This is an optimization exercise on Yosys and OpenROAD, whose aim is small area, not a production implementation.
The RTL was checked by simulation tests, not by an equivalence proof against the original design.
Power figures rest on the tool's default switching activity, not on a simulated workload.

==> module line_drawer, before the edit <==
module line_drawer (
    input  logic [11:0] nx0, ny0, nx1, ny1,
    input  logic [5:0]  h,       
    input  logic [5:0]  v,       
    input  logic        clk,
    input  logic        ce,      
    input  logic        ph1, ph2, ph3,
    input  logic        rst,
    input  logic        started,  
    output logic [5:0]  px, py
    );
    logic [11:0] r0, r1, r2, r3;
    logic        st_set, st_loop;    
    logic        loh;                
    logic [5:0]  w;
    logic [7:0]  n;                  
    logic [13:0] acc;                
    logic [1:0]  mode;               
    logic        pend;               
    logic        chg;
    logic        in_lh;
    assign in_lh = ~st_set & ~st_loop;
    logic        sx, ex, sy, ey;
    logic        weq;                
    logic        ndir;
    assign ndir = loh ? (~sx & ~sy) : ~sx;
    logic        at_w1, adv, fin, pos;
    logic        cmpw, atl;
    assign cmpw  = (pc[11:6] == 6'd0) && (pc[5:0] == w);
    assign at_w1 = (ce & atl) ? cmpw : weq;
    assign adv   = loh ? ({1'b0, h} + 7'd1 == {1'b0, w})
                       : (v == w && n[7:6] == 2'd0 && h > n[5:0]);
    assign fin   = loh ? at_w1 : pend;
    assign pos   = ~acc[13];
    logic [11:0] pc;
    logic        isx, lg, syu, wrole;
    assign pc    = r0;
    assign isx   = ce | ph3;
    assign syu   = (in_lh & ph3) ? acc[13] : sy;    
    assign lg    = ce ? sx : ph3 ? ~sx : ph2 ? syu : ~syu;   
    assign wrole = isx == loh;                      
    logic        aen, bon, sh, inv, cin;
    logic        ini, stp, sgn;
    always_comb begin
        ini = 1'b0; stp = 1'b0; sgn = 1'b0;
        if (ce) begin
            ini = st_set;
            stp = st_loop & adv;
            sgn = pos;
        end
        else begin
            ini = mode == 2'd3;
            stp = mode == 2'd2 || mode == 2'd1;
            sgn = mode == 2'd2;
        end
        aen = 1'b1; bon = 1'b0; sh = 1'b0; inv = 1'b0; cin = 1'b0;
        if (in_lh) begin
            bon = 1'b1;
            if (ph1)
                aen = 1'b0;
            else if (ph2) begin
                inv = 1'b1; cin = 1'b1;
            end
            else begin
                inv = lg ^ syu; cin = ~lg & ~syu;
            end
        end
        else if (ini | stp) begin
            aen = ~(ce & ini);
            bon = ~(stp & ~sgn & wrole);
            sh  = stp | ~wrole;
            inv = wrole ? lg : ~lg;
            cin = inv & ~(ini & wrole);
        end
    end
    logic [13:0] opb, sum;
    assign opb = (bon ? (sh ? {1'b0, pc, 1'b0} : {2'b0, pc}) : 14'd0) ^ {14{inv}};
    assign sum = (aen ? acc : 14'd0) + opb + {13'd0, cin};
    always_ff @(posedge clk)
        acc <= sum;
    logic        cap_w, cap_n;
    assign atl   = wrole & lg;                      
    assign cap_w = ini & wrole & ~lg;
    assign cap_n = ini & (ce ? ~loh : ph1 ? (loh & sx) : ph2 ? (loh & ~sx) : 1'b0);
    logic [5:0] wenc, nenc;
    assign wenc = w;
    assign nenc = (n[7:6] == 2'd0) ? n[5:0] : 6'h3f;
    always_ff @(posedge clk or posedge rst)
        if (rst) begin
            st_set  <= 1'b0;
            st_loop <= 1'b0;
            loh     <= 1'b0;
            sy      <= 1'b1;
            py[5:2] <= 4'hf;                 
        end
        else begin
          if (in_lh & ph3 & started)
            sy <= acc[13];
          if (ce) begin
            if (in_lh) begin
                if (~started)
                    loh <= 1'b1;
                else if (~ex & ~ey)
                    loh <= sum[13] ^ sy;
                st_set <= 1'b1;
            end
            if (st_set) begin
                st_set  <= 1'b0;
                st_loop <= 1'b1;
            end
            if (st_loop) begin
                py[5:2] <= loh ? nenc[5:2] : wenc[5:2];
                if (fin) begin
                    st_set  <= 1'b1;
                    st_loop <= 1'b0;
                end
            end
            if (chg) begin
                st_set  <= 1'b0;
                st_loop <= 1'b0;
            end
          end
        end
    always_ff @(posedge clk) begin
        if (ce)
            {r0, r1, r2, r3} <= {ny1, ny0, nx1, nx0};
        else
            {r0, r1, r2, r3} <= {r1, r2, r3, r0};
        if (ph1) begin
            sx <= r3 > r2;
            ex <= r3 == r2;
        end
    end
    assign chg = started ? ({r0, r2, r3, r1} != {nx0, ny0, nx1, ny1})
                         : ({nx0, ny0, nx1, ny1} != {12'd2, 12'd7, 12'd9, 12'd2});
    always_ff @(posedge clk) begin
        if (ce & st_loop) begin
            px      <= loh ? wenc : nenc;
            py[1:0] <= loh ? nenc[1:0] : wenc[1:0];
        end
        if (ce) begin
            mode <= st_set ? 2'd3 : (st_loop & adv) ? (pos ? 2'd2 : 2'd1) : 2'd0;
            if (st_set)
                pend <= 1'b0;
            else if (st_loop & adv) begin
                w    <= w + 6'd1;
                pend <= at_w1;
                if (pos)
                    n <= ndir ? n + 8'd1 : n - 8'd1;
            end
        end
        if (in_lh & ph3)
            ey <= acc == 14'd0;
        if (cap_w)
            w   <= (pc[11:6] == 6'd0) ? pc[5:0] : 6'h3f;
        if (ini)
            weq <= loh ? ex : ey;
        else if (~ce & atl)
            weq <= cmpw;
        if (cap_n)
            n   <= ((pc[11:7] == 5'd0) || (pc[11:6] == 6'h3f)) ? pc[7:0] : 8'd128;
    end
endmodule
Settings: LEC_CHECK=0, CAP_MARGIN=0, CORE_MARGIN=2, CORE_UTILIZATION=75, SLEW_MARGIN=0; clock period 10.0 ns.
standard.sh (not shown) runs the stock make flow with config.mk's settings and CLKGATE_MAP_FILE= SYNTH_SCRIPT=/design/flow/synth_recipe.tcl, a recipe that flattens the netlist after the stock synthesis.
==> flow/flow/run.sh <==
#!/bin/bash
# Standard layout, with the smallest buffer on the ports, small clock leaf buffers and no dummy clock loads.
export BUFFER_PORTS_ARGS="-buffer_cell sky130_fd_sc_hd__buf_1"
export CTS_ARGS="-sink_clustering_enable -repair_clock_nets -buf_list sky130_fd_sc_hd__clkbuf_4 -root_buf sky130_fd_sc_hd__clkbuf_8 -dont_use_dummy_load"
bash standard.sh > standard.log 2>&1
The starting point went through all stages and came out clean.
==> next run, changes <==
--- a/flow/design.v
+++ b/flow/design.v
@@ -73,22 +73,22 @@
     logic [1:0]  mode;               
     logic        pend;               
     logic        chg;
     logic        in_lh;
+    logic [11:0] pc;                 
     assign in_lh = ~st_set & ~st_loop;
     logic        sx, ex, sy, ey;
     logic        weq;                
     logic        ndir;
     assign ndir = loh ? (~sx & ~sy) : ~sx;
     logic        at_w1, adv, fin, pos;
-    logic        cmpw, atl;
+    logic        cmpw, atl;          
     assign cmpw  = (pc[11:6] == 6'd0) && (pc[5:0] == w);
     assign at_w1 = (ce & atl) ? cmpw : weq;
     assign adv   = loh ? ({1'b0, h} + 7'd1 == {1'b0, w})
                        : (v == w && n[7:6] == 2'd0 && h > n[5:0]);
     assign fin   = loh ? at_w1 : pend;
     assign pos   = ~acc[13];
-    logic [11:0] pc;
     logic        isx, lg, syu, wrole;
     assign pc    = r0;
     assign isx   = ce | ph3;
     assign syu   = (in_lh & ph3) ? acc[13] : sy;    
@@ -133,21 +133,24 @@
     assign sum = (aen ? acc : 14'd0) + opb + {13'd0, cin};
     always_ff @(posedge clk)
         acc <= sum;
     logic        cap_w, cap_n;
-    assign atl   = wrole & lg;                      
+    assign atl   = wrole & lg;
     assign cap_w = ini & wrole & ~lg;
     assign cap_n = ini & (ce ? ~loh : ph1 ? (loh & sx) : ph2 ? (loh & ~sx) : 1'b0);
     logic [5:0] wenc, nenc;
+    logic [3:0] pyh;
+    logic [1:0] pyl;
+    assign py = {pyh, pyl};
     assign wenc = w;
     assign nenc = (n[7:6] == 2'd0) ? n[5:0] : 6'h3f;
     always_ff @(posedge clk or posedge rst)
         if (rst) begin
             st_set  <= 1'b0;
             st_loop <= 1'b0;
             loh     <= 1'b0;
             sy      <= 1'b1;
-            py[5:2] <= 4'hf;                 
+            pyh     <= 4'hf;                 
         end
         else begin
           if (in_lh & ph3 & started)
             sy <= acc[13];
@@ -163,9 +166,9 @@
                 st_set  <= 1'b0;
                 st_loop <= 1'b1;
             end
             if (st_loop) begin
-                py[5:2] <= loh ? nenc[5:2] : wenc[5:2];
+                pyh     <= loh ? nenc[5:2] : wenc[5:2];
                 if (fin) begin
                     st_set  <= 1'b1;
                     st_loop <= 1'b0;
                 end
@@ -190,9 +193,9 @@
                          : ({nx0, ny0, nx1, ny1} != {12'd2, 12'd7, 12'd9, 12'd2});
     always_ff @(posedge clk) begin
         if (ce & st_loop) begin
             px      <= loh ? wenc : nenc;
-            py[1:0] <= loh ? nenc[1:0] : wenc[1:0];
+            pyl     <= loh ? nenc[1:0] : wenc[1:0];
         end
         if (ce) begin
             mode <= st_set ? 2'd3 : (st_loop & adv) ? (pos ? 2'd2 : 2'd1) : 2'd0;
             if (st_set)
The new run passed the timing, DRC and antenna checks.
Power fell by 1.1%.
Utilization falls by 1.4 points.
Cell count increases by 2.1%.
Non-clock buffer count falls by 1.
Hold slack gains 13 ps.
Synthesized cell count is higher by 2.6%.
Combinational power went down by about 2%.
Register-to-register slack degrades by 1200 ps.

* * *

The RTL this note starts from:
==> flow/design.v <==
`timescale 1ns / 1ps
module clock_div (
    input  logic clock,
    input  logic reset,
    output logic div_clock,
    output logic tick,
    output logic ph1, ph2, ph3
    );
logic half;
assign tick = half & ~div_clock;
assign ph1  = ~half & div_clock;
assign ph2  = half & div_clock;
assign ph3  = ~half & ~div_clock;
always_ff @(posedge clock or posedge reset)
    if (reset) begin
        half      <= 1'b0;
        div_clock <= 1'b0;
    end
    else begin
        half      <= ~half;
        div_clock <= div_clock ^ half;
    end
endmodule
`timescale 1ns / 1ps
module vga_controller (
    input  logic       clk,
    input  logic       ce,
    input  logic       reset,
    output logic [5:0] h2, v2,    
    output logic [5:0] h1, v1,    
    output logic       h_sync, v_sync, disp_en,
    output logic       started   
    );
    logic [5:0] hc;
    logic       hw, hs;
    assign hw = (hc == 6'd55);
    assign hs = (hc[5:1] == 5'b11111);           
    assign h1 = (hw | (hc == 6'd62)) ? 6'd0 : hc + 6'd1;
    assign v1 = hw ? ((v2 == 6'd62) ? 6'd0 : v2 + 6'd1) : v2;
    assign h2 = hs ? 6'd0 : hc;
    always_ff @(posedge clk or posedge reset)
        if (reset) begin
            hc <= 6'd62;
            v2 <= 6'd0;
        end
        else if (ce) begin
            hc <= (hw | (hc == 6'd63)) ? 6'd0 : hc + 6'd1;
            v2 <= v1;
        end
    assign started = hc != 6'd62;
    assign h_sync  = ~(hc == 6'd53 || hc == 6'd54);
    assign v_sync  = ~(v2 == 6'd61);
    assign disp_en = (hc < 6'd50) & (v2 < 6'd60);
endmodule
`timescale 1ns / 1ps
module line_drawer (
    input  logic [11:0] nx0, ny0, nx1, ny1,
    input  logic [5:0]  h,       
    input  logic [5:0]  v,       
    input  logic        clk,
    input  logic        ce,      
    input  logic        ph1, ph2, ph3,
    input  logic        rst,
    input  logic        started,  
    output logic [5:0]  px, py
    );
    logic [11:0] r0, r1, r2, r3;
    logic        st_set, st_loop;    
    logic        loh;                
    logic [5:0]  w;
    logic [7:0]  n;                  
    logic [13:0] acc;                
    logic [1:0]  mode;               
    logic        pend;               
    logic        chg;
    logic        in_lh;
    assign in_lh = ~st_set & ~st_loop;
    logic        sx, ex, sy, ey;
    logic [5:0]  lwl;                
    logic        ndir;
    assign ndir = loh ? (~sx & ~sy) : ~sx;
    logic        at_w1, adv, fin, pos;
    assign at_w1 = lwl == w;
    assign adv   = loh ? ({1'b0, h} + 7'd1 == {1'b0, w})
                       : (v == w && n[7:6] == 2'd0 && h > n[5:0]);
    assign fin   = loh ? at_w1 : pend;
    assign pos   = ~acc[13];
    logic [11:0] pc;
    logic        isx, lg, syu, wrole;
    assign pc    = r0;
    assign isx   = ce | ph3;
    assign syu   = (in_lh & ph3) ? acc[13] : sy;    
    assign lg    = ce ? sx : ph3 ? ~sx : ph2 ? syu : ~syu;   
    assign wrole = isx == loh;                      
    logic        aen, bon, sh, inv, cin;
    logic        ini, stp, sgn;
    always_comb begin
        ini = 1'b0; stp = 1'b0; sgn = 1'b0;
        if (ce) begin
            ini = st_set;
            stp = st_loop & adv;
            sgn = pos;
        end
        else begin
            ini = mode == 2'd3;
            stp = mode == 2'd2 || mode == 2'd1;
            sgn = mode == 2'd2;
        end
        aen = 1'b1; bon = 1'b0; sh = 1'b0; inv = 1'b0; cin = 1'b0;
        if (in_lh) begin
            bon = 1'b1;
            if (ph1)
                aen = 1'b0;
            else if (ph2) begin
                inv = 1'b1; cin = 1'b1;
            end
            else begin
                inv = lg ^ syu; cin = ~lg & ~syu;
            end
        end
        else if (ini | stp) begin
            aen = ~(ce & ini);
            bon = ~(stp & ~sgn & wrole);
            sh  = stp | ~wrole;
            inv = wrole ? lg : ~lg;
            cin = inv & ~(ini & wrole);
        end
    end
    logic [13:0] opb, sum;
    assign opb = (bon ? (sh ? {1'b0, pc, 1'b0} : {2'b0, pc}) : 14'd0) ^ {14{inv}};
    assign sum = (aen ? acc : 14'd0) + opb + {13'd0, cin};
    always_ff @(posedge clk)
        acc <= sum;
    logic        cap_w, cap_l, cap_n;
    assign cap_w = ini & wrole & ~lg;
    assign cap_l = ini & wrole & lg;
    assign cap_n = ini & (ce ? ~loh : ph1 ? (loh & sx) : ph2 ? (loh & ~sx) : 1'b0);
    logic [5:0] wenc, nenc;
    assign wenc = w;
    assign nenc = (n[7:6] == 2'd0) ? n[5:0] : 6'h3f;
    always_ff @(posedge clk or posedge rst)
        if (rst) begin
            st_set  <= 1'b0;
            st_loop <= 1'b0;
            loh     <= 1'b0;
            sy      <= 1'b1;
            py[5:2] <= 4'hf;                 
        end
        else begin
          if (in_lh & ph3 & started)
            sy <= acc[13];
          if (ce) begin
            if (in_lh) begin
                if (~started)
                    loh <= 1'b1;
                else if (~ex & ~ey)
                    loh <= sum[13] ^ sy;
                st_set <= 1'b1;
            end
            if (st_set) begin
                st_set  <= 1'b0;
                st_loop <= 1'b1;
            end
            if (st_loop) begin
                py[5:2] <= loh ? nenc[5:2] : wenc[5:2];
                if (fin) begin
                    st_set  <= 1'b1;
                    st_loop <= 1'b0;
                end
            end
            if (chg) begin
                st_set  <= 1'b0;
                st_loop <= 1'b0;
            end
          end
        end
    always_ff @(posedge clk) begin
        if (ce)
            {r0, r1, r2, r3} <= {ny1, ny0, nx1, nx0};
        else
            {r0, r1, r2, r3} <= {r1, r2, r3, r0};
        if (ph1) begin
            sx <= r3 > r2;
            ex <= r3 == r2;
        end
    end
    assign chg = started ? ({r0, r2, r3, r1} != {nx0, ny0, nx1, ny1})
                         : ({nx0, ny0, nx1, ny1} != {12'd2, 12'd7, 12'd9, 12'd2});
    always_ff @(posedge clk) begin
        if (ce & st_loop) begin
            px      <= loh ? wenc : nenc;
            py[1:0] <= loh ? nenc[1:0] : wenc[1:0];
        end
        if (ce) begin
            mode <= st_set ? 2'd3 : (st_loop & adv) ? (pos ? 2'd2 : 2'd1) : 2'd0;
            if (st_set)
                pend <= 1'b0;
            else if (st_loop & adv) begin
                w    <= w + 6'd1;
                pend <= at_w1;
                if (pos)
                    n <= ndir ? n + 8'd1 : n - 8'd1;
            end
        end
        if (in_lh & ph3)
            ey <= acc == 14'd0;
        if (cap_w)
            w   <= (pc[11:6] == 6'd0) ? pc[5:0] : 6'h3f;
        if (cap_l)
            lwl <= (pc[11:6] == 6'd0) ? pc[5:0] : 6'h3f;
        if (cap_n)
            n   <= ((pc[11:7] == 5'd0) || (pc[11:6] == 6'h3f)) ? pc[7:0] : 8'd128;
    end
endmodule
`timescale 1ns / 1ps
module drawing_line_top(
    input logic clk,
    input logic rst,
    output logic Hsync,
    output logic Vsync,
    output logic [3:0] vgaRed,
    output logic [3:0] vgaGreen,
    output logic [3:0] vgaBlue,
    input logic [11:0] x0,y0,x1,y1,
    output logic disp_en,
    output logic vga_clk,
    output logic [11:0] v_cntr, h_cntr
    );
    logic vga_ce, ph1, ph2, ph3;
    clock_div vga_clk_mod(.clock(clk), .reset(rst), .div_clock(vga_clk), .tick(vga_ce),
                          .ph1(ph1), .ph2(ph2), .ph3(ph3));
    logic [5:0] h2, v2, h1, v1;
    logic started;
    vga_controller vgatxt(.clk(clk), .ce(vga_ce), .reset(rst), .h2(h2), .v2(v2), .h1(h1), .v1(v1),
                          .h_sync(Hsync), .v_sync(Vsync), .disp_en(disp_en), .started(started));
    assign h_cntr = {6'd0, h2};
    assign v_cntr = {6'd0, v2};
    logic [5:0] px, py;
    line_drawer drw1(.nx0(x0), .ny0(y0), .nx1(x1), .ny1(y1), .h(h1), .v(v1),
                     .clk(clk), .ce(vga_ce), .ph1(ph1), .ph2(ph2), .ph3(ph3), .rst(rst), .started(started), .px(px), .py(py));
    logic hit;
    always_ff @(posedge clk)
        if (vga_ce)
            hit <= (h1 == px) && (v1 == py);
    assign vgaRed   = {4{disp_en}};
    assign vgaGreen = {4{disp_en & ~hit}};
    assign vgaBlue  = {4{disp_en & ~hit}};
endmodule
==> flow/config.mk <==
export PLATFORM = sky130hd
export DESIGN_NAME = drawing_line_top
export DESIGN_NICKNAME = drawing_line_top
export VERILOG_FILES = /design/flow/design.v
export SDC_FILE = /design/flow/constraint.sdc
export NUM_CORES = 4
export LEC_CHECK = 0
export CAP_MARGIN = 0
export CORE_MARGIN = 2
export CORE_UTILIZATION = 75
export SLEW_MARGIN = 0
==> flow/constraint.sdc <==
create_clock -name core_clock -period 10.0 [get_ports {clk}]
set_input_delay 2.0000 -clock core_clock [delete_from_list [all_inputs] [get_ports {clk}]]
set_output_delay 2.0000 -clock core_clock [all_outputs]
set_load 0.01 [all_outputs]
Scripts as last shown in full above: flow/flow/run.sh
Rerun with:
--- a/flow/design.v
+++ b/flow/design.v
@@ -64,7 +64,7 @@
     input  logic        started,  
     output logic [5:0]  px, py
     );
-    logic [11:0] r0, r1, r2, r3;
+    logic [11:0] x0, y0, x1, y1;
     logic        st_set, st_loop;    
     logic        loh;                
     logic [5:0]  w;
@@ -76,6 +76,8 @@
     logic        in_lh;
     assign in_lh = ~st_set & ~st_loop;
     logic        sx, ex, sy, ey;
+    assign sx = x0 > x1;
+    assign ex = x0 == x1;
     logic [5:0]  lwl;                
     logic        ndir;
     assign ndir = loh ? (~sx & ~sy) : ~sx;
@@ -87,7 +89,7 @@
     assign pos   = ~acc[13];
     logic [11:0] pc;
     logic        isx, lg, syu, wrole;
-    assign pc    = r0;
+    assign pc    = ce ? x0 : ph1 ? y1 : ph2 ? y0 : x1;
     assign isx   = ce | ph3;
     assign syu   = (in_lh & ph3) ? acc[13] : sy;    
     assign lg    = ce ? sx : ph3 ? ~sx : ph2 ? syu : ~syu;   
@@ -174,17 +176,10 @@
             end
           end
         end
-    always_ff @(posedge clk) begin
+    always_ff @(posedge clk)
         if (ce)
-            {r0, r1, r2, r3} <= {ny1, ny0, nx1, nx0};
-        else
-            {r0, r1, r2, r3} <= {r1, r2, r3, r0};
-        if (ph1) begin
-            sx <= r3 > r2;
-            ex <= r3 == r2;
-        end
-    end
-    assign chg = started ? ({r0, r2, r3, r1} != {nx0, ny0, nx1, ny1})
+            {x0, y0, x1, y1} <= {nx0, ny0, nx1, ny1};
+    assign chg = started ? ({x0, y0, x1, y1} != {nx0, ny0, nx1, ny1})
                          : ({nx0, ny0, nx1, ny1} != {12'd2, 12'd7, 12'd9, 12'd2});
     always_ff @(posedge clk) begin
         if (ce & st_loop) begin
Outcome: The changed run went through all stages and came out clean; power decreases by 2.8%; register-to-register slack is worse by 0.84 ns; sequential power increases by about 2%; final cell count decreases by 4.3%; utilization increases by 0.20 points; critical path depth stays the same.

[port drivers added, routing unchanged]
The results above use ideal ports. As a check the final layouts listed here were re-extracted and re-timed, cells and wires unchanged. Step 1 (the two cells are an assumption about what drives the block):
set clk [get_ports {clk}]
set_driving_cell -lib_cell sky130_fd_sc_hd__clkbuf_16 $clk
set_driving_cell -lib_cell sky130_fd_sc_hd__buf_2 [delete_from_list [all_inputs] $clk]
Step 2, shift: input delay + t, output delay - t, t = (earliest + latest rising clock arrival at the registers) / 2. This alone moves slack from input paths to output paths. Three values: ideal ports, drivers, drivers and shift; two values: the first two.
run	t (ns)	slack for setup (ns)	worst hold slack (ns)	slew at the worst register clock pin (ns)
the first run of note 1	0.435	3.156 / 3.156 / 3.156	0.475 / 0.475 / 0.475	0.12 / 0.12
the second run of note 1	0.445	1.996 / 1.996 / 1.996	0.488 / 0.488 / 0.488	0.09 / 0.09
the first run of note 2	0.439	3.429 / 3.429 / 3.429	0.487 / 0.487 / 0.487	0.11 / 0.11
the second run of note 2	0.441	2.586 / 2.586 / 2.586	0.486 / 0.486 / 0.486	0.11 / 0.11
After both steps every run listed still meets setup and hold.
